Source: an optimization exercise on an open RTL-to-GDS flow (aim: small area and a short achievable clock period). Production flows keep margins and buffers that such runs may drop. No functional check of the RTL was part of any run shown here.

==> design/flow/design.v <==
`timescale 1ns / 1ps
module Pipeline_1(
input clk,rst,
input [7:0]a,b,c,d,
output [7:0]out
    );
  wire nd1 = ~d[0];
  wire nd2 = ~d[1];
  wire nd3 = ~d[2];
  wire nd4 = ~d[3];
  wire nd5 = ~d[4];
  wire nd6 = ~d[5];
  wire nd7 = ~d[6];
  wire nd8 = ~d[7];
  wire g9 = a[0] & b[0];
  wire g10 = a[1] & b[1];
  wire g11 = a[2] & b[2];
  wire g12 = a[3] & b[3];
  wire g13 = a[4] & b[4];
  wire g14 = a[5] & b[5];
  wire g15 = a[6] & b[6];
  wire g16 = a[7] & b[7];
  wire x17 = a[0] ^ b[0];
  wire x18 = a[1] ^ b[1];
  wire x19 = a[2] ^ b[2];
  wire x20 = a[3] ^ b[3];
  wire x21 = a[4] ^ b[4];
  wire x22 = a[5] ^ b[5];
  wire x23 = a[6] ^ b[6];
  wire x24 = a[7] ^ b[7];
  wire G25 = g10 | (x18 & g9);
  wire P26 = x18 & x17;
  wire G27 = g12 | (x20 & g11);
  wire P28 = x20 & x19;
  wire G29 = g11 | (x19 & G25);
  wire P30 = x19 & P26;
  wire G31 = G27 | (P28 & G25);
  wire P32 = P28 & P26;
  wire G33 = g14 | (x22 & g13);
  wire P34 = x22 & x21;
  wire G35 = g16 | (x24 & g15);
  wire P36 = x24 & x23;
  wire G37 = g15 | (x23 & G33);
  wire P38 = x23 & P34;
  wire G39 = G35 | (P36 & G33);
  wire P40 = P36 & P34;
  wire G41 = g13 | (x21 & G31);
  wire P42 = x21 & P32;
  wire G43 = G33 | (P34 & G31);
  wire P44 = P34 & P32;
  wire G45 = G37 | (P38 & G31);
  wire P46 = P38 & P32;
  wire G47 = G39 | (P40 & G31);
  wire P48 = P40 & P32;
  wire s49 = x18 ^ g9;
  wire s50 = x19 ^ G25;
  wire s51 = x20 ^ G29;
  wire s52 = x21 ^ G31;
  wire s53 = x22 ^ G41;
  wire s54 = x23 ^ G43;
  wire s55 = x24 ^ G45;
  wire g56 = c[0] & nd1;
  wire g57 = c[1] & nd2;
  wire g58 = c[2] & nd3;
  wire g59 = c[3] & nd4;
  wire g60 = c[4] & nd5;
  wire g61 = c[5] & nd6;
  wire g62 = c[6] & nd7;
  wire g63 = c[7] & nd8;
  wire x64 = c[0] ^ nd1;
  wire x65 = c[1] ^ nd2;
  wire x66 = c[2] ^ nd3;
  wire x67 = c[3] ^ nd4;
  wire x68 = c[4] ^ nd5;
  wire x69 = c[5] ^ nd6;
  wire x70 = c[6] ^ nd7;
  wire x71 = c[7] ^ nd8;
  wire g72 = c[0] | nd1;
  wire G73 = g57 | (x65 & g72);
  wire P74 = x65 & x64;
  wire G75 = g59 | (x67 & g58);
  wire P76 = x67 & x66;
  wire G77 = g58 | (x66 & G73);
  wire P78 = x66 & P74;
  wire G79 = G75 | (P76 & G73);
  wire P80 = P76 & P74;
  wire G81 = g61 | (x69 & g60);
  wire P82 = x69 & x68;
  wire G83 = g63 | (x71 & g62);
  wire P84 = x71 & x70;
  wire G85 = g62 | (x70 & G81);
  wire P86 = x70 & P82;
  wire G87 = G83 | (P84 & G81);
  wire P88 = P84 & P82;
  wire G89 = g60 | (x68 & G79);
  wire P90 = x68 & P80;
  wire G91 = G81 | (P82 & G79);
  wire P92 = P82 & P80;
  wire G93 = G85 | (P86 & G79);
  wire P94 = P86 & P80;
  wire G95 = G87 | (P88 & G79);
  wire P96 = P88 & P80;
  wire s97 = ~x64;
  wire s98 = x65 ^ g72;
  wire s99 = x66 ^ G73;
  wire s100 = x67 ^ G77;
  wire s101 = x68 ^ G79;
  wire s102 = x69 ^ G89;
  wire s103 = x70 ^ G91;
  wire s104 = x71 ^ G93;
  reg [7:0] R1_s, R1_t, R1_d;
  reg R1_v;
  always @(posedge clk) begin
    R1_s <= {s55, s54, s53, s52, s51, s50, s49, x17};
    R1_t <= {s104, s103, s102, s101, s100, s99, s98, s97};
    R1_d <= d;
    R1_v <= ~rst & (|d);
  end
  wire pp105 = R1_s[0] & R1_t[0];
  wire pp106 = R1_s[1] & R1_t[0];
  wire pp107 = R1_s[2] & R1_t[0];
  wire pp108 = R1_s[3] & R1_t[0];
  wire pp109 = R1_s[4] & R1_t[0];
  wire pp110 = R1_s[5] & R1_t[0];
  wire pp111 = R1_s[6] & R1_t[0];
  wire pp112 = R1_s[7] & R1_t[0];
  wire pp113 = R1_s[0] & R1_t[1];
  wire pp114 = R1_s[1] & R1_t[1];
  wire pp115 = R1_s[2] & R1_t[1];
  wire pp116 = R1_s[3] & R1_t[1];
  wire pp117 = R1_s[4] & R1_t[1];
  wire pp118 = R1_s[5] & R1_t[1];
  wire pp119 = R1_s[6] & R1_t[1];
  wire pp120 = R1_s[7] & R1_t[1];
  wire pp121 = R1_s[0] & R1_t[2];
  wire pp122 = R1_s[1] & R1_t[2];
  wire pp123 = R1_s[2] & R1_t[2];
  wire pp124 = R1_s[3] & R1_t[2];
  wire pp125 = R1_s[4] & R1_t[2];
  wire pp126 = R1_s[5] & R1_t[2];
  wire pp127 = R1_s[6] & R1_t[2];
  wire pp128 = R1_s[7] & R1_t[2];
  wire pp129 = R1_s[0] & R1_t[3];
  wire pp130 = R1_s[1] & R1_t[3];
  wire pp131 = R1_s[2] & R1_t[3];
  wire pp132 = R1_s[3] & R1_t[3];
  wire pp133 = R1_s[4] & R1_t[3];
  wire pp134 = R1_s[5] & R1_t[3];
  wire pp135 = R1_s[6] & R1_t[3];
  wire pp136 = R1_s[7] & R1_t[3];
  wire pp137 = R1_s[0] & R1_t[4];
  wire pp138 = R1_s[1] & R1_t[4];
  wire pp139 = R1_s[2] & R1_t[4];
  wire pp140 = R1_s[3] & R1_t[4];
  wire pp141 = R1_s[4] & R1_t[4];
  wire pp142 = R1_s[5] & R1_t[4];
  wire pp143 = R1_s[6] & R1_t[4];
  wire pp144 = R1_s[7] & R1_t[4];
  wire pp145 = R1_s[0] & R1_t[5];
  wire pp146 = R1_s[1] & R1_t[5];
  wire pp147 = R1_s[2] & R1_t[5];
  wire pp148 = R1_s[3] & R1_t[5];
  wire pp149 = R1_s[4] & R1_t[5];
  wire pp150 = R1_s[5] & R1_t[5];
  wire pp151 = R1_s[6] & R1_t[5];
  wire pp152 = R1_s[7] & R1_t[5];
  wire pp153 = R1_s[0] & R1_t[6];
  wire pp154 = R1_s[1] & R1_t[6];
  wire pp155 = R1_s[2] & R1_t[6];
  wire pp156 = R1_s[3] & R1_t[6];
  wire pp157 = R1_s[4] & R1_t[6];
  wire pp158 = R1_s[5] & R1_t[6];
  wire pp159 = R1_s[6] & R1_t[6];
  wire pp160 = R1_s[7] & R1_t[6];
  wire pp161 = R1_s[0] & R1_t[7];
  wire pp162 = R1_s[1] & R1_t[7];
  wire pp163 = R1_s[2] & R1_t[7];
  wire pp164 = R1_s[3] & R1_t[7];
  wire pp165 = R1_s[4] & R1_t[7];
  wire pp166 = R1_s[5] & R1_t[7];
  wire pp167 = R1_s[6] & R1_t[7];
  wire pp168 = R1_s[7] & R1_t[7];
  wire s169 = pp111 ^ pp118;
  wire c170 = pp111 & pp118;
  wire s171 = pp112 ^ pp119 ^ pp126;
  wire c172 = (pp112 & pp119) | (pp126 & (pp112 ^ pp119));
  wire s173 = pp133 ^ pp140;
  wire c174 = pp133 & pp140;
  wire s175 = pp120 ^ pp127 ^ pp134;
  wire c176 = (pp120 & pp127) | (pp134 & (pp120 ^ pp127));
  wire s177 = pp141 ^ pp148;
  wire c178 = pp141 & pp148;
  wire s179 = pp128 ^ pp135 ^ pp142;
  wire c180 = (pp128 & pp135) | (pp142 & (pp128 ^ pp135));
  wire s181 = pp109 ^ pp116;
  wire c182 = pp109 & pp116;
  wire s183 = pp110 ^ pp117 ^ pp124;
  wire c184 = (pp110 & pp117) | (pp124 & (pp110 ^ pp117));
  wire s185 = pp131 ^ pp138;
  wire c186 = pp131 & pp138;
  wire s187 = pp125 ^ pp132 ^ pp139;
  wire c188 = (pp125 & pp132) | (pp139 & (pp125 ^ pp132));
  wire s189 = pp146 ^ pp153 ^ s169;
  wire c190 = (pp146 & pp153) | (s169 & (pp146 ^ pp153));
  wire s191 = pp147 ^ pp154 ^ pp161;
  wire c192 = (pp147 & pp154) | (pp161 & (pp147 ^ pp154));
  wire s193 = c170 ^ s171 ^ s173;
  wire c194 = (c170 & s171) | (s173 & (c170 ^ s171));
  wire s195 = pp155 ^ pp162 ^ c172;
  wire c196 = (pp155 & pp162) | (c172 & (pp155 ^ pp162));
  wire s197 = c174 ^ s175 ^ s177;
  wire c198 = (c174 & s175) | (s177 & (c174 ^ s175));
  wire s199 = pp149 ^ pp156 ^ pp163;
  wire c200 = (pp149 & pp156) | (pp163 & (pp149 ^ pp156));
  wire s201 = c176 ^ c178 ^ s179;
  wire c202 = (c176 & c178) | (s179 & (c176 ^ c178));
  wire s203 = pp136 ^ pp143 ^ pp150;
  wire c204 = (pp136 & pp143) | (pp150 & (pp136 ^ pp143));
  wire s205 = pp157 ^ pp164 ^ c180;
  wire c206 = (pp157 & pp164) | (c180 & (pp157 ^ pp164));
  wire s207 = pp144 ^ pp151 ^ pp158;
  wire c208 = (pp144 & pp151) | (pp158 & (pp144 ^ pp151));
  wire s209 = pp108 ^ pp115;
  wire c210 = pp108 & pp115;
  wire s211 = pp123 ^ pp130 ^ pp137;
  wire c212 = (pp123 & pp130) | (pp137 & (pp123 ^ pp130));
  wire s213 = pp145 ^ c182 ^ s183;
  wire c214 = (pp145 & c182) | (s183 & (pp145 ^ c182));
  wire s215 = c184 ^ c186 ^ s187;
  wire c216 = (c184 & c186) | (s187 & (c184 ^ c186));
  wire s217 = c188 ^ c190 ^ s191;
  wire c218 = (c188 & c190) | (s191 & (c188 ^ c190));
  wire s219 = c192 ^ c194 ^ s195;
  wire c220 = (c192 & c194) | (s195 & (c192 ^ c194));
  wire s221 = c196 ^ c198 ^ s199;
  wire c222 = (c196 & c198) | (s199 & (c196 ^ c198));
  wire s223 = c200 ^ c202 ^ s203;
  wire c224 = (c200 & c202) | (s203 & (c200 ^ c202));
  wire s225 = pp165 ^ c204 ^ c206;
  wire c226 = (pp165 & c204) | (c206 & (pp165 ^ c204));
  wire s227 = pp152 ^ pp159 ^ pp166;
  wire c228 = (pp152 & pp159) | (pp166 & (pp152 ^ pp159));
  wire s229 = pp107 ^ pp114;
  wire c230 = pp107 & pp114;
  wire s231 = pp122 ^ pp129 ^ s209;
  wire c232 = (pp122 & pp129) | (s209 & (pp122 ^ pp129));
  wire s233 = s181 ^ c210 ^ s211;
  wire c234 = (s181 & c210) | (s211 & (s181 ^ c210));
  wire s235 = s185 ^ c212 ^ s213;
  wire c236 = (s185 & c212) | (s213 & (s185 ^ c212));
  wire s237 = s189 ^ c214 ^ s215;
  wire c238 = (s189 & c214) | (s215 & (s189 ^ c214));
  wire s239 = s193 ^ c216 ^ s217;
  wire c240 = (s193 & c216) | (s217 & (s193 ^ c216));
  wire s241 = s197 ^ c218 ^ s219;
  wire c242 = (s197 & c218) | (s219 & (s197 ^ c218));
  wire s243 = s201 ^ c220 ^ s221;
  wire c244 = (s201 & c220) | (s221 & (s201 ^ c220));
  wire s245 = s205 ^ c222 ^ s223;
  wire c246 = (s205 & c222) | (s223 & (s205 ^ c222));
  wire s247 = s207 ^ c224 ^ s225;
  wire c248 = (s207 & c224) | (s225 & (s207 ^ c224));
  wire s249 = c208 ^ c226 ^ s227;
  wire c250 = (c208 & c226) | (s227 & (c208 ^ c226));
  wire s251 = pp160 ^ pp167 ^ c228;
  wire c252 = (pp160 & pp167) | (c228 & (pp160 ^ pp167));
  wire g253 = pp106 & pp113;
  wire g254 = pp121 & s229;
  wire g255 = c230 & s231;
  wire g256 = c232 & s233;
  wire g257 = c234 & s235;
  wire g258 = c236 & s237;
  wire g259 = c238 & s239;
  wire g260 = c240 & s241;
  wire g261 = c242 & s243;
  wire g262 = c244 & s245;
  wire g263 = c246 & s247;
  wire g264 = c248 & s249;
  wire g265 = c250 & s251;
  wire g266 = pp168 & c252;
  wire x267 = pp106 ^ pp113;
  wire x268 = pp121 ^ s229;
  wire x269 = c230 ^ s231;
  wire x270 = c232 ^ s233;
  wire x271 = c234 ^ s235;
  wire x272 = c236 ^ s237;
  wire x273 = c238 ^ s239;
  wire x274 = c240 ^ s241;
  wire x275 = c242 ^ s243;
  wire x276 = c244 ^ s245;
  wire x277 = c246 ^ s247;
  wire x278 = c248 ^ s249;
  wire x279 = c250 ^ s251;
  wire x280 = pp168 ^ c252;
  wire G281 = g253 | (x267 & 1'b0);
  wire P282 = x267 & pp105;
  wire G283 = g255 | (x269 & g254);
  wire P284 = x269 & x268;
  wire G285 = g254 | (x268 & G281);
  wire P286 = x268 & P282;
  wire G287 = G283 | (P284 & G281);
  wire P288 = P284 & P282;
  wire G289 = g257 | (x271 & g256);
  wire P290 = x271 & x270;
  wire G291 = g259 | (x273 & g258);
  wire P292 = x273 & x272;
  wire G293 = g258 | (x272 & G289);
  wire P294 = x272 & P290;
  wire G295 = G291 | (P292 & G289);
  wire P296 = P292 & P290;
  wire G297 = g256 | (x270 & G287);
  wire P298 = x270 & P288;
  wire G299 = G289 | (P290 & G287);
  wire P300 = P290 & P288;
  wire G301 = G293 | (P294 & G287);
  wire P302 = P294 & P288;
  wire G303 = G295 | (P296 & G287);
  wire P304 = P296 & P288;
  wire G305 = g261 | (x275 & g260);
  wire P306 = x275 & x274;
  wire G307 = g263 | (x277 & g262);
  wire P308 = x277 & x276;
  wire G309 = g262 | (x276 & G305);
  wire P310 = x276 & P306;
  wire G311 = G307 | (P308 & G305);
  wire P312 = P308 & P306;
  wire G313 = g265 | (x279 & g264);
  wire P314 = x279 & x278;
  wire G315 = 1'b0 | (1'b0 & g266);
  wire P316 = 1'b0 & x280;
  wire G317 = g266 | (x280 & G313);
  wire P318 = x280 & P314;
  wire G319 = G315 | (P316 & G313);
  wire P320 = P316 & P314;
  wire G321 = g264 | (x278 & G311);
  wire P322 = x278 & P312;
  wire G323 = G313 | (P314 & G311);
  wire P324 = P314 & P312;
  wire G325 = G317 | (P318 & G311);
  wire P326 = P318 & P312;
  wire G327 = G319 | (P320 & G311);
  wire P328 = P320 & P312;
  wire G329 = g260 | (x274 & G303);
  wire P330 = x274 & P304;
  wire G331 = G305 | (P306 & G303);
  wire P332 = P306 & P304;
  wire G333 = G309 | (P310 & G303);
  wire P334 = P310 & P304;
  wire G335 = G311 | (P312 & G303);
  wire P336 = P312 & P304;
  wire G337 = G321 | (P322 & G303);
  wire P338 = P322 & P304;
  wire G339 = G323 | (P324 & G303);
  wire P340 = P324 & P304;
  wire G341 = G325 | (P326 & G303);
  wire P342 = P326 & P304;
  wire G343 = G327 | (P328 & G303);
  wire P344 = P328 & P304;
  wire ps345 = x267 ^ 1'b0;
  wire ps346 = x268 ^ G281;
  wire ps347 = x269 ^ G285;
  wire ps348 = x270 ^ G287;
  wire ps349 = x271 ^ G297;
  wire ps350 = x272 ^ G299;
  wire ps351 = x273 ^ G301;
  wire ps352 = x274 ^ G303;
  wire ps353 = x275 ^ G329;
  wire ps354 = x276 ^ G331;
  wire ps355 = x277 ^ G333;
  wire ps356 = x278 ^ G335;
  wire ps357 = x279 ^ G337;
  wire ps358 = x280 ^ G339;
  wire ps359 = 1'b0 ^ G341;
  wire hz360 = ~(R1_d[1] | R1_d[2] | R1_d[3] | R1_d[4] | R1_d[5] | R1_d[6] | R1_d[7]);
  wire b361 = ~ps359 & R1_d[0];
  wire ge362 = ~b361 & hz360;
  wire r363 = ps359 ^ (ge362 & R1_d[0]);
  wire hz364 = ~(R1_d[2] | R1_d[3] | R1_d[4] | R1_d[5] | R1_d[6] | R1_d[7]);
  wire b365 = ~ps358 & R1_d[0];
  wire b366 = (r363 ^ R1_d[1]) ? ~r363 : b365;
  wire ge367 = ~b366 & hz364;
  wire r368 = ps358 ^ (ge367 & R1_d[0]);
  wire r369 = r363 ^ (ge367 & (R1_d[1] ^ b365));
  wire hz370 = ~(R1_d[3] | R1_d[4] | R1_d[5] | R1_d[6] | R1_d[7]);
  wire b371 = ~ps357 & R1_d[0];
  wire b372 = (r368 ^ R1_d[1]) ? ~r368 : b371;
  wire b373 = (r369 ^ R1_d[2]) ? ~r369 : b372;
  wire ge374 = ~b373 & hz370;
  wire r375 = ps357 ^ (ge374 & R1_d[0]);
  wire r376 = r368 ^ (ge374 & (R1_d[1] ^ b371));
  wire r377 = r369 ^ (ge374 & (R1_d[2] ^ b372));
  wire hz378 = ~(R1_d[4] | R1_d[5] | R1_d[6] | R1_d[7]);
  wire b379 = ~ps356 & R1_d[0];
  wire b380 = (r375 ^ R1_d[1]) ? ~r375 : b379;
  wire b381 = (r376 ^ R1_d[2]) ? ~r376 : b380;
  wire b382 = (r377 ^ R1_d[3]) ? ~r377 : b381;
  wire ge383 = ~b382 & hz378;
  wire r384 = ps356 ^ (ge383 & R1_d[0]);
  wire r385 = r375 ^ (ge383 & (R1_d[1] ^ b379));
  wire r386 = r376 ^ (ge383 & (R1_d[2] ^ b380));
  wire r387 = r377 ^ (ge383 & (R1_d[3] ^ b381));
  wire hz388 = ~(R1_d[5] | R1_d[6] | R1_d[7]);
  wire b389 = ~ps355 & R1_d[0];
  wire b390 = (r384 ^ R1_d[1]) ? ~r384 : b389;
  wire b391 = (r385 ^ R1_d[2]) ? ~r385 : b390;
  wire b392 = (r386 ^ R1_d[3]) ? ~r386 : b391;
  wire b393 = (r387 ^ R1_d[4]) ? ~r387 : b392;
  wire ge394 = ~b393 & hz388;
  wire r395 = ps355 ^ (ge394 & R1_d[0]);
  wire r396 = r384 ^ (ge394 & (R1_d[1] ^ b389));
  wire r397 = r385 ^ (ge394 & (R1_d[2] ^ b390));
  wire r398 = r386 ^ (ge394 & (R1_d[3] ^ b391));
  wire r399 = r387 ^ (ge394 & (R1_d[4] ^ b392));
  wire hz400 = ~(R1_d[6] | R1_d[7]);
  wire b401 = ~ps354 & R1_d[0];
  wire b402 = (r395 ^ R1_d[1]) ? ~r395 : b401;
  wire b403 = (r396 ^ R1_d[2]) ? ~r396 : b402;
  wire b404 = (r397 ^ R1_d[3]) ? ~r397 : b403;
  wire b405 = (r398 ^ R1_d[4]) ? ~r398 : b404;
  wire b406 = (r399 ^ R1_d[5]) ? ~r399 : b405;
  wire ge407 = ~b406 & hz400;
  wire r408 = ps354 ^ (ge407 & R1_d[0]);
  wire r409 = r395 ^ (ge407 & (R1_d[1] ^ b401));
  wire r410 = r396 ^ (ge407 & (R1_d[2] ^ b402));
  wire r411 = r397 ^ (ge407 & (R1_d[3] ^ b403));
  wire r412 = r398 ^ (ge407 & (R1_d[4] ^ b404));
  wire r413 = r399 ^ (ge407 & (R1_d[5] ^ b405));
  reg [9:0] R2_p;
  reg [5:0] R2_r;
  reg [7:0] R2_d;
  reg R2_v;
  always @(posedge clk) begin
    R2_p <= {ps353, ps352, ps351, ps350, ps349, ps348, ps347, ps346, ps345, pp105};
    R2_r <= {r413, r412, r411, r410, r409, r408};
    R2_d <= {R1_d[7], R1_d[6], R1_d[5], R1_d[4], R1_d[3], R1_d[2], R1_d[1], R1_d[0]};
    R2_v <= ~rst & R1_v;
  end
  wire hz414 = ~(R2_d[7]);
  wire b415 = ~R2_p[9] & R2_d[0];
  wire b416 = (R2_r[0] ^ R2_d[1]) ? ~R2_r[0] : b415;
  wire b417 = (R2_r[1] ^ R2_d[2]) ? ~R2_r[1] : b416;
  wire b418 = (R2_r[2] ^ R2_d[3]) ? ~R2_r[2] : b417;
  wire b419 = (R2_r[3] ^ R2_d[4]) ? ~R2_r[3] : b418;
  wire b420 = (R2_r[4] ^ R2_d[5]) ? ~R2_r[4] : b419;
  wire b421 = (R2_r[5] ^ R2_d[6]) ? ~R2_r[5] : b420;
  wire ge422 = ~b421 & hz414;
  wire r423 = R2_p[9] ^ (ge422 & R2_d[0]);
  wire r424 = R2_r[0] ^ (ge422 & (R2_d[1] ^ b415));
  wire r425 = R2_r[1] ^ (ge422 & (R2_d[2] ^ b416));
  wire r426 = R2_r[2] ^ (ge422 & (R2_d[3] ^ b417));
  wire r427 = R2_r[3] ^ (ge422 & (R2_d[4] ^ b418));
  wire r428 = R2_r[4] ^ (ge422 & (R2_d[5] ^ b419));
  wire r429 = R2_r[5] ^ (ge422 & (R2_d[6] ^ b420));
  wire b430 = ~R2_p[8] & R2_d[0];
  wire b431 = (r423 ^ R2_d[1]) ? ~r423 : b430;
  wire b432 = (r424 ^ R2_d[2]) ? ~r424 : b431;
  wire b433 = (r425 ^ R2_d[3]) ? ~r425 : b432;
  wire b434 = (r426 ^ R2_d[4]) ? ~r426 : b433;
  wire b435 = (r427 ^ R2_d[5]) ? ~r427 : b434;
  wire b436 = (r428 ^ R2_d[6]) ? ~r428 : b435;
  wire b437 = (r429 ^ R2_d[7]) ? ~r429 : b436;
  wire ge438 = ~b437;
  wire r439 = R2_p[8] ^ (ge438 & R2_d[0]);
  wire r440 = r423 ^ (ge438 & (R2_d[1] ^ b430));
  wire r441 = r424 ^ (ge438 & (R2_d[2] ^ b431));
  wire r442 = r425 ^ (ge438 & (R2_d[3] ^ b432));
  wire r443 = r426 ^ (ge438 & (R2_d[4] ^ b433));
  wire r444 = r427 ^ (ge438 & (R2_d[5] ^ b434));
  wire r445 = r428 ^ (ge438 & (R2_d[6] ^ b435));
  wire r446 = r429 ^ (ge438 & (R2_d[7] ^ b436));
  wire b447 = ~R2_p[7] & R2_d[0];
  wire b448 = (r439 ^ R2_d[1]) ? ~r439 : b447;
  wire b449 = (r440 ^ R2_d[2]) ? ~r440 : b448;
  wire b450 = (r441 ^ R2_d[3]) ? ~r441 : b449;
  wire b451 = (r442 ^ R2_d[4]) ? ~r442 : b450;
  wire b452 = (r443 ^ R2_d[5]) ? ~r443 : b451;
  wire b453 = (r444 ^ R2_d[6]) ? ~r444 : b452;
  wire b454 = (r445 ^ R2_d[7]) ? ~r445 : b453;
  wire ge455 = r446 | ~b454;
  wire r456 = R2_p[7] ^ (ge455 & R2_d[0]);
  wire r457 = r439 ^ (ge455 & (R2_d[1] ^ b447));
  wire r458 = r440 ^ (ge455 & (R2_d[2] ^ b448));
  wire r459 = r441 ^ (ge455 & (R2_d[3] ^ b449));
  wire r460 = r442 ^ (ge455 & (R2_d[4] ^ b450));
  wire r461 = r443 ^ (ge455 & (R2_d[5] ^ b451));
  wire r462 = r444 ^ (ge455 & (R2_d[6] ^ b452));
  wire r463 = r445 ^ (ge455 & (R2_d[7] ^ b453));
  wire b464 = ~R2_p[6] & R2_d[0];
  wire b465 = (r456 ^ R2_d[1]) ? ~r456 : b464;
  wire b466 = (r457 ^ R2_d[2]) ? ~r457 : b465;
  wire b467 = (r458 ^ R2_d[3]) ? ~r458 : b466;
  wire b468 = (r459 ^ R2_d[4]) ? ~r459 : b467;
  wire b469 = (r460 ^ R2_d[5]) ? ~r460 : b468;
  wire b470 = (r461 ^ R2_d[6]) ? ~r461 : b469;
  wire b471 = (r462 ^ R2_d[7]) ? ~r462 : b470;
  wire ge472 = r463 | ~b471;
  wire r473 = R2_p[6] ^ (ge472 & R2_d[0]);
  wire r474 = r456 ^ (ge472 & (R2_d[1] ^ b464));
  wire r475 = r457 ^ (ge472 & (R2_d[2] ^ b465));
  wire r476 = r458 ^ (ge472 & (R2_d[3] ^ b466));
  wire r477 = r459 ^ (ge472 & (R2_d[4] ^ b467));
  wire r478 = r460 ^ (ge472 & (R2_d[5] ^ b468));
  wire r479 = r461 ^ (ge472 & (R2_d[6] ^ b469));
  wire r480 = r462 ^ (ge472 & (R2_d[7] ^ b470));
  wire b481 = ~R2_p[5] & R2_d[0];
  wire b482 = (r473 ^ R2_d[1]) ? ~r473 : b481;
  wire b483 = (r474 ^ R2_d[2]) ? ~r474 : b482;
  wire b484 = (r475 ^ R2_d[3]) ? ~r475 : b483;
  wire b485 = (r476 ^ R2_d[4]) ? ~r476 : b484;
  wire b486 = (r477 ^ R2_d[5]) ? ~r477 : b485;
  wire b487 = (r478 ^ R2_d[6]) ? ~r478 : b486;
  wire b488 = (r479 ^ R2_d[7]) ? ~r479 : b487;
  wire ge489 = r480 | ~b488;
  wire r490 = R2_p[5] ^ (ge489 & R2_d[0]);
  wire r491 = r473 ^ (ge489 & (R2_d[1] ^ b481));
  wire r492 = r474 ^ (ge489 & (R2_d[2] ^ b482));
  wire r493 = r475 ^ (ge489 & (R2_d[3] ^ b483));
  wire r494 = r476 ^ (ge489 & (R2_d[4] ^ b484));
  wire r495 = r477 ^ (ge489 & (R2_d[5] ^ b485));
  wire r496 = r478 ^ (ge489 & (R2_d[6] ^ b486));
  wire r497 = r479 ^ (ge489 & (R2_d[7] ^ b487));
  wire b498 = ~R2_p[4] & R2_d[0];
  wire b499 = (r490 ^ R2_d[1]) ? ~r490 : b498;
  wire b500 = (r491 ^ R2_d[2]) ? ~r491 : b499;
  wire b501 = (r492 ^ R2_d[3]) ? ~r492 : b500;
  wire b502 = (r493 ^ R2_d[4]) ? ~r493 : b501;
  wire b503 = (r494 ^ R2_d[5]) ? ~r494 : b502;
  wire b504 = (r495 ^ R2_d[6]) ? ~r495 : b503;
  wire b505 = (r496 ^ R2_d[7]) ? ~r496 : b504;
  wire ge506 = r497 | ~b505;
  wire r507 = R2_p[4] ^ (ge506 & R2_d[0]);
  wire r508 = r490 ^ (ge506 & (R2_d[1] ^ b498));
  wire r509 = r491 ^ (ge506 & (R2_d[2] ^ b499));
  wire r510 = r492 ^ (ge506 & (R2_d[3] ^ b500));
  wire r511 = r493 ^ (ge506 & (R2_d[4] ^ b501));
  wire r512 = r494 ^ (ge506 & (R2_d[5] ^ b502));
  wire r513 = r495 ^ (ge506 & (R2_d[6] ^ b503));
  wire r514 = r496 ^ (ge506 & (R2_d[7] ^ b504));
  wire b515 = ~R2_p[3] & R2_d[0];
  wire b516 = (r507 ^ R2_d[1]) ? ~r507 : b515;
  wire b517 = (r508 ^ R2_d[2]) ? ~r508 : b516;
  wire b518 = (r509 ^ R2_d[3]) ? ~r509 : b517;
  wire b519 = (r510 ^ R2_d[4]) ? ~r510 : b518;
  wire b520 = (r511 ^ R2_d[5]) ? ~r511 : b519;
  wire b521 = (r512 ^ R2_d[6]) ? ~r512 : b520;
  wire b522 = (r513 ^ R2_d[7]) ? ~r513 : b521;
  wire ge523 = r514 | ~b522;
  wire r524 = R2_p[3] ^ (ge523 & R2_d[0]);
  wire r525 = r507 ^ (ge523 & (R2_d[1] ^ b515));
  wire r526 = r508 ^ (ge523 & (R2_d[2] ^ b516));
  wire r527 = r509 ^ (ge523 & (R2_d[3] ^ b517));
  wire r528 = r510 ^ (ge523 & (R2_d[4] ^ b518));
  wire r529 = r511 ^ (ge523 & (R2_d[5] ^ b519));
  wire r530 = r512 ^ (ge523 & (R2_d[6] ^ b520));
  wire r531 = r513 ^ (ge523 & (R2_d[7] ^ b521));
  wire b532 = ~R2_p[2] & R2_d[0];
  wire b533 = (r524 ^ R2_d[1]) ? ~r524 : b532;
  wire b534 = (r525 ^ R2_d[2]) ? ~r525 : b533;
  wire b535 = (r526 ^ R2_d[3]) ? ~r526 : b534;
  wire b536 = (r527 ^ R2_d[4]) ? ~r527 : b535;
  wire b537 = (r528 ^ R2_d[5]) ? ~r528 : b536;
  wire b538 = (r529 ^ R2_d[6]) ? ~r529 : b537;
  wire b539 = (r530 ^ R2_d[7]) ? ~r530 : b538;
  wire ge540 = r531 | ~b539;
  wire r541 = R2_p[2] ^ (ge540 & R2_d[0]);
  wire r542 = r524 ^ (ge540 & (R2_d[1] ^ b532));
  wire r543 = r525 ^ (ge540 & (R2_d[2] ^ b533));
  wire r544 = r526 ^ (ge540 & (R2_d[3] ^ b534));
  wire r545 = r527 ^ (ge540 & (R2_d[4] ^ b535));
  wire r546 = r528 ^ (ge540 & (R2_d[5] ^ b536));
  wire r547 = r529 ^ (ge540 & (R2_d[6] ^ b537));
  wire r548 = r530 ^ (ge540 & (R2_d[7] ^ b538));
  wire b549 = ~R2_p[1] & R2_d[0];
  wire b550 = (r541 ^ R2_d[1]) ? ~r541 : b549;
  wire b551 = (r542 ^ R2_d[2]) ? ~r542 : b550;
  wire b552 = (r543 ^ R2_d[3]) ? ~r543 : b551;
  wire b553 = (r544 ^ R2_d[4]) ? ~r544 : b552;
  wire b554 = (r545 ^ R2_d[5]) ? ~r545 : b553;
  wire b555 = (r546 ^ R2_d[6]) ? ~r546 : b554;
  wire b556 = (r547 ^ R2_d[7]) ? ~r547 : b555;
  wire ge557 = r548 | ~b556;
  wire r558 = R2_p[1] ^ (ge557 & R2_d[0]);
  wire r559 = r541 ^ (ge557 & (R2_d[1] ^ b549));
  wire r560 = r542 ^ (ge557 & (R2_d[2] ^ b550));
  wire r561 = r543 ^ (ge557 & (R2_d[3] ^ b551));
  wire r562 = r544 ^ (ge557 & (R2_d[4] ^ b552));
  wire r563 = r545 ^ (ge557 & (R2_d[5] ^ b553));
  wire r564 = r546 ^ (ge557 & (R2_d[6] ^ b554));
  wire r565 = r547 ^ (ge557 & (R2_d[7] ^ b555));
  reg [0:0] R3_p;
  reg [7:0] R3_r;
  reg [6:0] R3_q;
  reg [7:0] R3_d;
  reg R3_v;
  always @(posedge clk) begin
    R3_p <= {R2_p[0]};
    R3_r <= {r565, r564, r563, r562, r561, r560, r559, r558};
    R3_q <= {ge455, ge472, ge489, ge506, ge523, ge540, ge557};
    R3_d <= {R2_d[7], R2_d[6], R2_d[5], R2_d[4], R2_d[3], R2_d[2], R2_d[1], R2_d[0]};
    R3_v <= ~rst & R2_v;
  end
  wire [7:0] seg3_out;
  Pipeline_1_seg3 u_seg3 (
    .p({R3_p[0]}),
    .r({R3_r[7], R3_r[6], R3_r[5], R3_r[4], R3_r[3], R3_r[2], R3_r[1], R3_r[0]}),
    .q({R3_q[6], R3_q[5], R3_q[4], R3_q[3], R3_q[2], R3_q[1], R3_q[0]}),
    .d({R3_d[7], R3_d[6], R3_d[5], R3_d[4], R3_d[3], R3_d[2], R3_d[1], R3_d[0]}),
    .v({R3_v}),
    .o_out(seg3_out)
  );
  assign out = {seg3_out[7], seg3_out[6], seg3_out[5], seg3_out[4], seg3_out[3], seg3_out[2], seg3_out[1], seg3_out[0]};
endmodule
module Pipeline_1_seg3(
  input [0:0] p,
  input [7:0] r,
  input [6:0] q,
  input [7:0] d,
  input [0:0] v,
  output [7:0] o_out
);
  wire b1 = ~p[0] & d[0];
  wire b2 = (r[0] ^ d[1]) ? ~r[0] : b1;
  wire b3 = (r[1] ^ d[2]) ? ~r[1] : b2;
  wire b4 = (r[2] ^ d[3]) ? ~r[2] : b3;
  wire b5 = (r[3] ^ d[4]) ? ~r[3] : b4;
  wire b6 = (r[4] ^ d[5]) ? ~r[4] : b5;
  wire b7 = (r[5] ^ d[6]) ? ~r[5] : b6;
  wire b8 = (r[6] ^ d[7]) ? ~r[6] : b7;
  wire ge9 = r[7] | ~b8;
  wire r10 = p[0] ^ (ge9 & d[0]);
  wire r11 = r[0] ^ (ge9 & (d[1] ^ b1));
  wire r12 = r[1] ^ (ge9 & (d[2] ^ b2));
  wire r13 = r[2] ^ (ge9 & (d[3] ^ b3));
  wire r14 = r[3] ^ (ge9 & (d[4] ^ b4));
  wire r15 = r[4] ^ (ge9 & (d[5] ^ b5));
  wire r16 = r[5] ^ (ge9 & (d[6] ^ b6));
  wire r17 = r[6] ^ (ge9 & (d[7] ^ b7));
  wire o18 = ge9 & v[0];
  wire o19 = q[0] & v[0];
  wire o20 = q[1] & v[0];
  wire o21 = q[2] & v[0];
  wire o22 = q[3] & v[0];
  wire o23 = q[4] & v[0];
  wire o24 = q[5] & v[0];
  wire o25 = q[6] & v[0];
  assign o_out = {o25, o24, o23, o22, o21, o20, o19, o18};
endmodule
==> design/flow/flow/run.sh <==
#!/bin/bash
# Own flow: the standard layout (standard.sh, unchanged synthesis, floorplan,
# power grid, placement, CTS and routing), except that the port buffers that
# global placement inserts are plain sky130_fd_sc_hd__buf_2 cells instead of the
# default delay-cell buffers. make's full output goes to standard.log here; ORFS
# also keeps each step's own log under orfs/logs/.
set -euo pipefail
export BUFFER_PORTS_ARGS="-buffer_cell sky130_fd_sc_hd__buf_2"
export SETUP_SLACK_MARGIN=25
bash standard.sh > standard.log 2>&1
==> design/flow/standard.sh <==
#!/bin/bash
# synth_recipe.tcl (not shown) runs the flow's synth.tcl, then flattens the netlist and writes it again
# the make line also repeats each setting of config.mk as NAME=value (left out here)
make -C /OpenROAD-flow-scripts/flow DESIGN_CONFIG=/design/flow/config.mk WORK_HOME=/design/flow/orfs CLKGATE_MAP_FILE= SYNTH_SCRIPT=/design/flow/synth_recipe.tcl "${@:-finish}"
==> design/flow/config.mk <==
export PLATFORM = sky130hd
export DESIGN_NAME = Pipeline_1
export DESIGN_NICKNAME = Pipeline_1
export VERILOG_FILES = /design/flow/design.v
export SDC_FILE = /design/flow/constraint.sdc
export NUM_CORES = 4
export LEC_CHECK = 0
export ABC_AREA = 1
export CAP_MARGIN = 20
export CORE_MARGIN = 2
export CORE_UTILIZATION = 60
export CTS_BUF_LIST = sky130_fd_sc_hd__clkbuf_8
export SLEW_MARGIN = 20
export SYNTH_HIERARCHICAL = 1
export SYNTH_MINIMUM_KEEP_SIZE = 0
==> design/flow/constraint.sdc <==
create_clock -name core_clock -period 36.0 [get_ports {clk}]
set_input_delay 7.2000 -clock core_clock [delete_from_list [all_inputs] [get_ports {clk}]]
set_output_delay 7.2000 -clock core_clock [all_outputs]
set_load 0.01 [all_outputs]
==> results.yml, run 1 <==
cells_and_area:
  nets: 1386
  antenna_cells: 0
  final_cell_mix: "343 x nand2_1, 232 x inv_1, 98 x nand3_1"
  drive_gt1_share_pct: 19.1
  syn2layout_area_growth_pct: 11.1
  final_common_cell: "nand2_1"
global_routing:
  grt_usage_pct: 23.7
  antenna_found_initial: 0
  grt_pass1_wl_um: 28200
  overflow: 0
  grt_max_degree: 28
  grt_pass1_vias: 6411
setup_path:
  crit_type: "flop to flop"
  r2r_cells: 104
  r2r_start: "R2_d[2]"
  crit_path_top_delay_cell: "dfxtp_2"
  crit_path_start_kind: "flop"
  max_stage_delay_ns: 0.34
  worstPathArrival_ns: 10.34
  end_kind: "flop"
  cp_max_fo: 9
  cp_common_cell: "nand2_2"
  rrSetupSlack_ns: 25.93
  crit_path_end: "R3_r[5]"
  cp_data_required_time_ns: 36.27
  critPathLaunch: "R2_d[2]"
  reg2reg_to: "R3_r[5]"
floorplanning:
  rows: 42
  die_h_um: 121
  ioPinCount: 42
  start_util_pct: 61.9
  die-area_mm2: 0.0147
  die_w_um: 121
  core_area_mm2: 0.0133
detailed_routing:
  vias: 7164
  via_per_inst: 4.92
  antenna_left: 0
  drtIter0Drc: 291
  finalWirelength_um: 17200
  dr.pass1.iters: 5
  wire_per_inst_um: 11.8
  drc: 0
sta:
  finalHoldViolations: 0
  setup_viol: 0
  worst_pin_slew_ns: 0.495
  setup-tns-final_ns: 0
  maxSlewHeadroom_pct: 67.0
  finalCritPeriodShare_pct: 28.0
  rsz0062_at_grt: "false"
  min_period_ns: 10.07
  fmax_ghz: 0.0993
  whs_ns: 0.331
  worst_clock_skew_ns: 0.0133
  maxSlewViolCount: 0
  setup_slack_ns: 25.93
synthesis:
  postSynthCellCount: 1233
  yosys_register_bits: 75
  syn_avg_cell_area_um2: 6.71
  ys_warn_count: 7
  synth_nets: 1344
  synth_cell_type_count: 45
  synth_edf_count: 0
  ys_async_sr_fraction_pct: 0
  synthFlopType: "dfxtp_1"
  yosysSeqAreaShare_pct: 18.2
  synth_area_mm2: 0.00827
clock_network:
  clk_latency_ns: 0.38
  htreeDepth: 3
  tritoncts: "built"
  cts_buffers: 9
  cts_root_buf: "clkbuf_8"
  cts.hold.buffers_added: 0
  clk_path_buf_depth: 2
  clk_transition_reported_paths_ns: 0.08
  cts_sinks: 75
placed_design:
  place.gp.congestion: 0.832
  io_buffers: 41
  pre_cts_ws_ns: 24.79
  dp_hpwl_um: 13300
hold_path:
  min_path_type: "flop to flop"
job:
  cap_violations: 0
run_status:
  outcome: "no timing/DRC/antenna violations"
## per-module statistics from Yosys (local to each module, per instance)
module           times used  cells inside  flip-flops and latches  area (um2)
Pipeline_1                1          1173                      75        7990
Pipeline_1_seg3           1            60                       0         278
## worst min path at each step
stage / from / end / slack (ns) / cells after the start
6_report: R2_p[0] / R3_p / 0.33 / 0
2_1_floorplan: R2_p[0] / R3_p / 0.31 / 0
4_1_cts: R2_p[0] / R3_p / 0.33 / 0
3_5_place_dp: R2_p[0] / R3_p / 0.31 / 0
3_3_place_gp: R2_p[0] / R3_p / 0.31 / 0
5_1_grt: R2_p[0] / R3_p / 0.34 / 0
## critical path: cells and delay by family (launching register included)
family / cells / cell delay [ns]
xor gates and xnor gates: 5 / 0.88
buffers and inverters: 7 / 0.68
DFF: 1 / 0.34
and+or+nand+nor: 92 / 7.99
## cell families (layout without fill, tap and decap cells)
family                   after synthesis  after routing  synth area share, %
flip-flops                            75             75                 18.2
AO/OA/AOI/OAI                         69             69                 4.68
adder cells (fa/ha/maj)               79             79                 15.9
XOR/XNOR                             110            110                 12.5
buffers and inverters                293            336                 14.1
AND/OR/NAND/NOR                      607            611                 34.6
## sequential cells by signal, indices dropped and copies added (netlist names), 6 cells and up
register  cells
R1_d          8
R1_s          8
R1_t          8
R2_d          8
R2_p         10
R2_r          6
R3_d          8
R3_q          7
R3_r          8
## per-layer routing
| metal | global-route usage (%) | wire length (um) | up-vias |
|---|---|---|---|
| li1 | - | - | 3787 |
| met4 | 7.18 | 241 | 0 |
| met3 | 3.29 | 487 | 17 |
| met5 | 0 | 0 | - |
| met2 | 43.4 | 8600 | 102 |
| met1 | 28.7 | 7900 | 3258 |
## cell usage after synthesis, types with 2 or more instances
| master | n | share of area, % |
|---|---|---|
| xnor2_1 | 9 | 0.95 |
| maj3_1 | 2 | 0.24 |
| dfxtp_1 | 75 | 18 |
| a21o_1 | 2 | 0.18 |
| inv_2 | 9 | 0.41 |
| nand2_2 | 37 | 2.8 |
| nand2_1 | 355 | 16 |
| buf_4 | 11 | 1.0 |
| nand3b_1 | 6 | 0.54 |
| clkbuf_1 | 27 | 1.2 |
| buf_2 | 7 | 0.42 |
| inv_1 | 235 | 11 |
| or2_2 | 7 | 0.53 |
| xor2_1 | 94 | 10 |
| xnor3_1 | 3 | 0.82 |
| nand4_1 | 2 | 0.15 |
| or2_1 | 4 | 0.30 |
| nor4_1 | 3 | 0.23 |
| o21a_1 | 2 | 0.18 |
| fa_1 | 44 | 11 |
| a21oi_1 | 24 | 1.5 |
| nand2_4 | 8 | 1.1 |
| o22ai_1 | 3 | 0.23 |
| nand3_2 | 36 | 4.4 |
| nand3_1 | 109 | 6.6 |
| ha_1 | 33 | 5.0 |
| o21ai_1 | 4 | 0.24 |
| xor2_2 | 4 | 0.79 |
| nor2_1 | 37 | 1.7 |
| o21ai_0 | 26 | 1.6 |
## per-stage QoR
step                      util (%)  instances  cell area (um2)
after detailed placement      63.4       1404             8460
final                         68.8       1456             9190
after global placement        63.4       1404             8460
after global routing          68.8       1456             9190
after floorplan                  -       1233             8270
after CTS                     64.9       1421             8670
## what timing repair did
action                                  4_1_cts  5_1_grt
pin swaps                                     0       16
buffers inserted                              0       31
resized for setup                             5       58
cloned                                        1        4
endpoints found under the setup margin        9        9
## final cells by class
type,instances,area [um2]
multi-input cells,869,5840
clock buffers,9,124
fillers,1236,4160
repair buffers,74,462
inverters,245,937
clock inverters,7,70.1
flip-flops and latches,75,1520
well taps,176,220
repair inverters,1,5.00
==> run 2, diff against run 1 <==
--- a/design/flow/design.v
+++ b/design/flow/design.v
@@ -425,49 +425,49 @@
   wire r411 = r397 ^ (ge407 & (R1_d[3] ^ b403));
   wire r412 = r398 ^ (ge407 & (R1_d[4] ^ b404));
   wire r413 = r399 ^ (ge407 & (R1_d[5] ^ b405));
-  reg [9:0] R2_p;
-  reg [5:0] R2_r;
+  wire hz414 = ~(R1_d[7]);
+  wire b415 = ~ps353 & R1_d[0];
+  wire b416 = (r408 ^ R1_d[1]) ? ~r408 : b415;
+  wire b417 = (r409 ^ R1_d[2]) ? ~r409 : b416;
+  wire b418 = (r410 ^ R1_d[3]) ? ~r410 : b417;
+  wire b419 = (r411 ^ R1_d[4]) ? ~r411 : b418;
+  wire b420 = (r412 ^ R1_d[5]) ? ~r412 : b419;
+  wire b421 = (r413 ^ R1_d[6]) ? ~r413 : b420;
+  wire ge422 = ~b421 & hz414;
+  wire r423 = ps353 ^ (ge422 & R1_d[0]);
+  wire r424 = r408 ^ (ge422 & (R1_d[1] ^ b415));
+  wire r425 = r409 ^ (ge422 & (R1_d[2] ^ b416));
+  wire r426 = r410 ^ (ge422 & (R1_d[3] ^ b417));
+  wire r427 = r411 ^ (ge422 & (R1_d[4] ^ b418));
+  wire r428 = r412 ^ (ge422 & (R1_d[5] ^ b419));
+  wire r429 = r413 ^ (ge422 & (R1_d[6] ^ b420));
+  reg [8:0] R2_p;
+  reg [6:0] R2_r;
   reg [7:0] R2_d;
   reg R2_v;
   always @(posedge clk) begin
-    R2_p <= {ps353, ps352, ps351, ps350, ps349, ps348, ps347, ps346, ps345, pp105};
-    R2_r <= {r413, r412, r411, r410, r409, r408};
+    R2_p <= {ps352, ps351, ps350, ps349, ps348, ps347, ps346, ps345, pp105};
+    R2_r <= {r429, r428, r427, r426, r425, r424, r423};
     R2_d <= {R1_d[7], R1_d[6], R1_d[5], R1_d[4], R1_d[3], R1_d[2], R1_d[1], R1_d[0]};
     R2_v <= ~rst & R1_v;
   end
-  wire hz414 = ~(R2_d[7]);
-  wire b415 = ~R2_p[9] & R2_d[0];
-  wire b416 = (R2_r[0] ^ R2_d[1]) ? ~R2_r[0] : b415;
-  wire b417 = (R2_r[1] ^ R2_d[2]) ? ~R2_r[1] : b416;
-  wire b418 = (R2_r[2] ^ R2_d[3]) ? ~R2_r[2] : b417;
-  wire b419 = (R2_r[3] ^ R2_d[4]) ? ~R2_r[3] : b418;
-  wire b420 = (R2_r[4] ^ R2_d[5]) ? ~R2_r[4] : b419;
-  wire b421 = (R2_r[5] ^ R2_d[6]) ? ~R2_r[5] : b420;
-  wire ge422 = ~b421 & hz414;
-  wire r423 = R2_p[9] ^ (ge422 & R2_d[0]);
-  wire r424 = R2_r[0] ^ (ge422 & (R2_d[1] ^ b415));
-  wire r425 = R2_r[1] ^ (ge422 & (R2_d[2] ^ b416));
-  wire r426 = R2_r[2] ^ (ge422 & (R2_d[3] ^ b417));
-  wire r427 = R2_r[3] ^ (ge422 & (R2_d[4] ^ b418));
-  wire r428 = R2_r[4] ^ (ge422 & (R2_d[5] ^ b419));
-  wire r429 = R2_r[5] ^ (ge422 & (R2_d[6] ^ b420));
   wire b430 = ~R2_p[8] & R2_d[0];
-  wire b431 = (r423 ^ R2_d[1]) ? ~r423 : b430;
-  wire b432 = (r424 ^ R2_d[2]) ? ~r424 : b431;
-  wire b433 = (r425 ^ R2_d[3]) ? ~r425 : b432;
-  wire b434 = (r426 ^ R2_d[4]) ? ~r426 : b433;
-  wire b435 = (r427 ^ R2_d[5]) ? ~r427 : b434;
-  wire b436 = (r428 ^ R2_d[6]) ? ~r428 : b435;
-  wire b437 = (r429 ^ R2_d[7]) ? ~r429 : b436;
+  wire b431 = (R2_r[0] ^ R2_d[1]) ? ~R2_r[0] : b430;
+  wire b432 = (R2_r[1] ^ R2_d[2]) ? ~R2_r[1] : b431;
+  wire b433 = (R2_r[2] ^ R2_d[3]) ? ~R2_r[2] : b432;
+  wire b434 = (R2_r[3] ^ R2_d[4]) ? ~R2_r[3] : b433;
+  wire b435 = (R2_r[4] ^ R2_d[5]) ? ~R2_r[4] : b434;
+  wire b436 = (R2_r[5] ^ R2_d[6]) ? ~R2_r[5] : b435;
+  wire b437 = (R2_r[6] ^ R2_d[7]) ? ~R2_r[6] : b436;
   wire ge438 = ~b437;
   wire r439 = R2_p[8] ^ (ge438 & R2_d[0]);
-  wire r440 = r423 ^ (ge438 & (R2_d[1] ^ b430));
-  wire r441 = r424 ^ (ge438 & (R2_d[2] ^ b431));
-  wire r442 = r425 ^ (ge438 & (R2_d[3] ^ b432));
-  wire r443 = r426 ^ (ge438 & (R2_d[4] ^ b433));
-  wire r444 = r427 ^ (ge438 & (R2_d[5] ^ b434));
-  wire r445 = r428 ^ (ge438 & (R2_d[6] ^ b435));
-  wire r446 = r429 ^ (ge438 & (R2_d[7] ^ b436));
+  wire r440 = R2_r[0] ^ (ge438 & (R2_d[1] ^ b430));
+  wire r441 = R2_r[1] ^ (ge438 & (R2_d[2] ^ b431));
+  wire r442 = R2_r[2] ^ (ge438 & (R2_d[3] ^ b432));
+  wire r443 = R2_r[3] ^ (ge438 & (R2_d[4] ^ b433));
+  wire r444 = R2_r[4] ^ (ge438 & (R2_d[5] ^ b434));
+  wire r445 = R2_r[5] ^ (ge438 & (R2_d[6] ^ b435));
+  wire r446 = R2_r[6] ^ (ge438 & (R2_d[7] ^ b436));
   wire b447 = ~R2_p[7] & R2_d[0];
   wire b448 = (r439 ^ R2_d[1]) ? ~r439 : b447;
   wire b449 = (r440 ^ R2_d[2]) ? ~r440 : b448;
==> design/flow/flow/run.sh (replaced) <==
#!/bin/bash
# Own flow: the standard layout (standard.sh: ORFS synthesis with the standard flow's
# synthesis script, floorplan, power grid, placement, CTS, routing) with three
# settings changed:
#  - ADDER_MAP_FILE is empty, so synthesis does not extract full/half adder
#    cells and ABC maps the (bit-level) arithmetic like any other logic; the
#    registers are the same as in the standard synthesis;
#  - the port buffers that global placement inserts are sky130_fd_sc_hd__buf_2;
#  - timing repair aims for a setup slack of 25 ns at the design's 36 ns clock.
# make's full output goes to standard.log here; ORFS keeps each step's own log
# under orfs/logs/.
set -euo pipefail
export ADDER_MAP_FILE=
export BUFFER_PORTS_ARGS="-buffer_cell sky130_fd_sc_hd__buf_2"
export SETUP_SLACK_MARGIN=25
bash standard.sh > standard.log 2>&1
==> run 2 against run 1 <==
Non-clock buffer count fell by 27. Critical endpoint is now R2_r[0]. Cell area fell by 3.2%. Synthesized cell count rose by 14%. Hold slack got worse by 0.0072 ns. Critical path type unchanged. First-iteration DRC count rose by 50%. Final cell count rose by 9.8%. Global-route usage rose by 1.1 points. Clock-buffer cell count rose by 1.
==> results.yml, run 2 <==
synthesis:
  yosys.area_share.adder_pct: 0.818
  synthSimpleGateAreaFrac_pct: 44.3
  syn_avg_cell_area_um2: 6.09
  synth_cell_type_count: 53
  ys_warn_count: 7
  synthTopCellsByArea: "nand2_1 20%, dfxtp_1 18%, xor2_1 11%"
  synth_edf_count: 0
  ys_async_sr_fraction_pct: 0
  synth_area_mm2: 0.00856
  synth_common_cells: "464 x nand2_1, 179 x inv_1, 133 x nand3_1, 110 x xor2_1, 82 x nor2_1"
  synth_compound_area_share_pct: 7.28
  yosysSeqAreaShare_pct: 17.5
  yosysMostFrequentCell: "nand2_1"
  synth_top_area_share_pct: 20.3
  synthFlopType: "dfxtp_1"
  synth_top_family_by_area: "simple AND/OR/NAND/NOR gates"
  synth.area.mux_share_pct: 0
  yosys_register_bits: 75
  synth_nets: 1441
  yosysTopAreaCell: "nand2_1"
  synth_xor_area_share_pct: 17.1
  postSynthCellCount: 1407
clock_network:
  clk_transition_reported_paths_ns: 0.09
  cts_buffers: 9
  cts.hold.buffers_added: 0
  htreeDepth: 3
  tritoncts: "built"
  cts_root_buf: "clkbuf_8"
  clk_latency_ns: 0.38
  cts_sinks: 75
  clk_path_buf_depth: 2
setup_path:
  end_kind: "flop"
  crit_path_end: "R2_r[0]"
  critPathLaunch: "R1_s[2]"
  max_stage_delay_ns: 0.54
  worstPathArrival_ns: 9.88
  worst-path-stages: 82
  path_buf_inv: 7
  r2r_cells: 82
  rrSetupSlack_ns: 26.39
  cp_data_required_time_ns: 36.27
  crit_path_top_delay_cell: "dfxtp_1"
  r2r_start: "R1_s[2]"
  critPathTopFamily: "simple AND/OR/NAND/NOR gates"
  reg2reg_to: "R2_r[0]"
  cp_max_fo: 13
  cp_common_cell: "nand2_1"
  crit_type: "flop to flop"
  crit_path_start_kind: "flop"
cells_and_area:
  final_core_util_pct: 63.8
  regMostFlops: "R2_p"
  final_cell_mix: "464 x nand2_1, 179 x inv_1, 133 x nand3_1"
  nets: 1448
  drive_gt1_share_pct: 14.3
  syn2layout_area_growth_pct: 3.81
  final_common_cell: "nand2_1"
  antenna_cells: 0
  largest_reg_flops: 9
detailed_routing:
  drtIter0Drc: 436
  vias: 8061
  dr.pass1.iters: 5
  wire_per_inst_um: 11.2
  finalWirelength_um: 17900
  drc: 0
  via_per_inst: 5.04
  antenna_left: 0
sta:
  whs_ns: 0.324
  maxSlewViolCount: 0
  maxSlewHeadroom_pct: 55.3
  finalCritPeriodShare_pct: 26.7
  finalHoldViolations: 0
  setup_viol: 0
  fmax_ghz: 0.104
  worst_clock_skew_ns: 0.0131
  setup-tns-final_ns: 0
  rsz0062_at_grt: "false"
  worst_pin_slew_ns: 0.670
  min_period_ns: 9.61
run_status:
  outcome: "no timing/DRC/antenna violations"
global_routing:
  grt_pass1_vias: 7361
  grt_pass1_wl_um: 30900
  grt_max_degree: 26
  grt_usage_pct: 24.8
  overflow: 0
  antenna_found_initial: 0
placed_design:
  place.gp.congestion: 0.880
  io_buffers: 41
  dp_hpwl_um: 14600
hold_path:
  min_path_type: "flop to flop"
floorplanning:
  rows: 43
  start_util_pct: 61.5
  die_h_um: 123
  die-area_mm2: 0.0152
  ioPinCount: 42
  die_w_um: 123
  core_area_mm2: 0.0139
job:
  cap_violations: 0
run 2: cell count changes in the layout (fill, tap and decap cells not counted), moves of 24 or more:
| cell | delta |
|---|---|
| nand2_1 | +121 |
| inv_1 | -53 |
| nor2_1 | +45 |
| fa_1 | -44 |
| nand3_1 | +35 |
| ha_1 | -33 |
| xnor2_1 | +26 |
| xor2_1 | +26 |
| buf_4 | -24 |
run 2: kinds of logic (layout without fill, tap and decap cells):
kind of cell               Yosys count  count (layout)
xor gates and xnor gates           155             155
adders and majority gates            7               7
DFF                                 75              75
buffers and inverters              247             259
and+or+nand+nor                    815             815
AOI/OAI and AO/OA                  108             108
run 2: worst min-delay path by stage:
stage,start,end,cells after the start
2_1_floorplan,R2_p[0],R3_p,0
3_3_place_gp,R2_p[0],R3_p,0
3_5_place_dp,R2_p[0],R3_p,0
4_1_cts,R2_p[0],R3_p,0
5_1_grt,R2_p[0],R3_p,0
6_report,R2_p[0],R3_p,0
run 2: layer usage:
layer	global-route usage (%)	wire length (um)
met4	6.75	199
met1	28.6	8080
met3	3.60	553
met2	47.3	9050
met5	0	0
run 2: what timing repair did:
| action | CTS | global route |
|---|---|---|
| gates resized for setup | 0 | 15 |
| setup buffers | 0 | 3 |
| endpoints found under the setup margin | 0 | 16 |
run 2: Yosys stat by module (local to each module, per instance):
| module | flip-flops and latches | times used | cell area, um2 |
|---|---|---|---|
| Pipeline_1_seg3 | 0 | 1 | 278 |
| Pipeline_1 | 75 | 1 | 8290 |
run 2: metrics by stage:
stage | area (um2) | instances | worst slack, ns
floorplan | 8560 | 1407 | 26.69
global placement | 8640 | 1580 | 26.36
detailed placement | 8640 | 1580 | 26.15
CTS | 8840 | 1596 | 26.08
global route | 8890 | 1599 | 25.02
finish | 8890 | 1599 | 26.39
run 2: layout make-up:
| type | count | area, um2 |
|---|---|---|
| Clock buffer | 10 | 138 |
| Clock inverter | 6 | 65.1 |
| Fill cell | 1426 | 5040 |
| Inverter | 196 | 746 |
| Multi-Input combinational cell | 1085 | 5950 |
| Sequential cell | 75 | 1520 |
| Tap cell | 180 | 225 |
| Timing Repair Buffer | 47 | 250 |
run 2: worst register-to-register path, delay by kind of cell (launching register included):
family	cells	cell delay (ns)
fa+ha+maj	2	0.72
simple gates	55	5.14
flops	1	0.54
buf+inv	7	0.35
xor+xnor	4	0.72
compound gates	14	1.99
==> run 3, diff against run 2 <==
--- a/design/flow/flow/run.sh
+++ b/design/flow/flow/run.sh
@@ -6,11 +6,11 @@
 #    cells and ABC maps the (bit-level) arithmetic like any other logic; the
 #    registers are the same as in the standard synthesis;
 #  - the port buffers that global placement inserts are sky130_fd_sc_hd__buf_2;
-#  - timing repair aims for a setup slack of 25 ns at the design's 36 ns clock.
+#  - timing repair aims for a setup slack of 25.6 ns at the design's 36 ns clock.
 # make's full output goes to standard.log here; ORFS keeps each step's own log
 # under orfs/logs/.
 set -euo pipefail
 export ADDER_MAP_FILE=
 export BUFFER_PORTS_ARGS="-buffer_cell sky130_fd_sc_hd__buf_2"
-export SETUP_SLACK_MARGIN=25
+export SETUP_SLACK_MARGIN=25.6
 bash standard.sh > standard.log 2>&1
==> run 3 against run 2 <==
Sequential cell count stayed put. Non-clock buffer count increased by 28. Global-route usage did not move. Register-to-register slack gained 0.06 ns. Highest routed layer unchanged. Sequential share of layout area decreased by 0.58 points. Routed wire length up 8.6%. Critical path depth is 7 higher. Clock-buffer cell count unchanged. Synthesized cell count stayed put.
==> results.yml, run 3 <==
run_status:
  outcome: "no timing/DRC/antenna violations"
cells_and_area:
  nets: 1480
  final_common_cell: "nand2_1"
  final_cells: 1631
  regMostFlops: "R2_p"
  largest_reg_flops: 9
  multi_input_area_mm2: 0.00622
  final_cell_mix: "447 x nand2_1, 177 x inv_1, 127 x nand3_1"
  finalInstanceArea_mm2: 0.00945
  syn2layout_area_growth_pct: 10.3
  antenna_cells: 0
  drive_gt1_share_pct: 19.6
  fill_cells: 1349
  seq_area_mm2: 0.00156
detailed_routing:
  finalWirelength_um: 19400
  antenna_left: 0
  drc: 0
  wire_per_inst_um: 11.9
  via_per_inst: 5.11
  vias: 8338
  dr.pass1.iters: 5
  drtIter0Drc: 419
clock_network:
  tritoncts: "built"
  cts_sinks: 75
  cts_root_buf: "clkbuf_8"
  htreeDepth: 3
  cts_buffers: 9
  clk_latency_ns: 0.38
  clk_transition_reported_paths_ns: 0.09
  clk_path_buf_depth: 2
  cts.hold.buffers_added: 0
hold_path:
  min_path_type: "flop to flop"
floorplanning:
  core_area_mm2: 0.0139
  ioPinCount: 42
  start_util_pct: 61.5
  die_h_um: 123
  die-area_mm2: 0.0152
  rows: 43
  die_w_um: 123
sta:
  worst_clock_skew_ns: 0.00899
  setup_viol: 0
  maxSlewViolCount: 0
  maxSlewHeadroom_pct: 61.8
  whs_ns: 0.327
  fmax_ghz: 0.105
  finalCritPeriodShare_pct: 26.5
  worst_pin_slew_ns: 0.572
  rsz0062_at_grt: "false"
  min_period_ns: 9.55
  setup-tns-final_ns: 0
  finalHoldViolations: 0
synthesis:
  yosys_register_bits: 75
  yosysMostFrequentCell: "nand2_1"
  yosysTopAreaCell: "nand2_1"
  postSynthCellCount: 1407
  synthFlopType: "dfxtp_1"
  synth_top_area_share_pct: 20.3
  synth_cell_type_count: 53
  ys_warn_count: 7
  ys_async_sr_fraction_pct: 0
  synth_edf_count: 0
  yosysSeqAreaShare_pct: 17.5
  synth_nets: 1441
  synth_area_mm2: 0.00856
  synth_common_cells: "464 x nand2_1, 179 x inv_1, 133 x nand3_1, 110 x xor2_1, 82 x nor2_1"
  syn_avg_cell_area_um2: 6.09
  synthTopCellsByArea: "nand2_1 20%, dfxtp_1 18%, xor2_1 11%"
placed_design:
  dp_hpwl_um: 14600
  place.gp.congestion: 0.880
  placed_area_mm2: 0.00864
  io_buffers: 41
  placed_cells: 1580
setup_path:
  crit_type: "flop to flop"
  cp_common_cell: "nand3_2"
  crit_path_top_delay_cell: "dfxtp_4"
  worstPathArrival_ns: 9.82
  rrSetupSlack_ns: 26.45
  max_stage_delay_ns: 0.38
  cp_data_required_time_ns: 36.28
  crit_path_start_kind: "flop"
  cp_max_fo: 13
  end_kind: "flop"
global_routing:
  grt_max_degree: 26
  grt_usage_pct: 24.8
  grt_pass1_vias: 7361
  overflow: 0
  antenna_found_initial: 0
  grt_pass1_wl_um: 30900
job:
  cap_violations: 0
==> run 3: final timing paths <==
check        startpoint       to  depth (start not counted)
min             R2_p[0]     R3_p                          0
max             R2_d[0]  R3_r[0]                         89
max reg2reg     R2_d[0]  R3_r[0]                         89
min reg2reg     R2_p[0]     R3_p                          0
==> run 3: kinds of logic (layout without fill, tap and decap cells) <==
logic type      Yosys count  after routing  synth area share (%)
compound gates          108            108                  7.28
buf+inv                 247            287                  13.0
fa+ha+maj                 7              7                 0.818
simple gates            815            819                  44.3
xor+xnor                155            155                  17.1
flops                    75             75                  17.5
==> run 3: timing repair <==
item	4_1_cts	5_1_grt
setup endpoints to repair	0	16
setup buffers	0	30
resized for setup	0	101
==> run 3: layer usage <==
| metal | share of wire [%] | up-vias | GRT usage (%) |
|---|---|---|---|
| met5 | 0 | - | 0 |
| met4 | 1.3 | 0 | 6.75 |
| met3 | 2.9 | 25 | 3.60 |
| met2 | 53 | 133 | 47.3 |
| met1 | 43 | 3748 | 28.6 |
| li1 | - | 4432 | - |
==> run 3: metrics by stage <==
step                util [%]  setup slack [ns]
floorplan                  -             26.69
global placement        62.0             26.36
detailed placement      62.0             26.15
CTS                     63.5             26.08
global route            67.8             25.43
finish                  67.8             26.45
==> run 3: area by class of cell <==
cell class	instances	area share, %
multi-input cells	1089	65.8
flip-flops and latches	75	16.5
inverters	196	8.00
repair buffers	75	5.19
well taps	180	2.38
clock buffers	10	1.46
clock inverters	6	0.689
==> run 3: per-module statistics from Yosys, one instance, submodules excluded <==
module           cell area, um2  flops+latches  cells inside
Pipeline_1                 8290             75          1347
Pipeline_1_seg3             278              0            60
==> run 3: critical path: cells and delay by family, from the launching register on <==
family,cells,cell delay (ns)
flops,1,0.38
simple gates,77,6.72
buf+inv,4,0.63
xor+xnor,8,1.70

[port drivers added, routing unchanged]
The flow's constraints put no driver on any port. The routed layouts listed below were extracted and timed again, unchanged, in two steps.
Step 1 sets driving cells, clkbuf_16 on the clock port and buf_2 on the other inputs (assumed; they add their load-dependent delay and slew).
Step 2 adds t to the input delays and takes it off the output delays; t is the mean of the earliest and latest rising clock arrival at the registers after step 1. Input paths then give back, and output paths get back, about the clock's delay inside the block.
a / b / c = ideal ports / drivers / drivers and shift; a / b = the first two.
run	t, ns	setup slack, ns	latest minus earliest clock arrival (ns)	worst register clock-pin slew, ns
run 1	0.408	25.929 / 25.929 / 25.929	0.014 / 0.014	0.09 / 0.09
run 2	0.406	26.390 / 26.390 / 26.390	0.013 / 0.013	0.09 / 0.09
run 3	0.407	26.453 / 26.453 / 26.444	0.009 / 0.009	0.09 / 0.09
After both steps setup and hold are still met in every run listed. The setup slack of run 3, which loses most, moves by 0.000 ns with the drivers and by -0.009 ns with both steps.
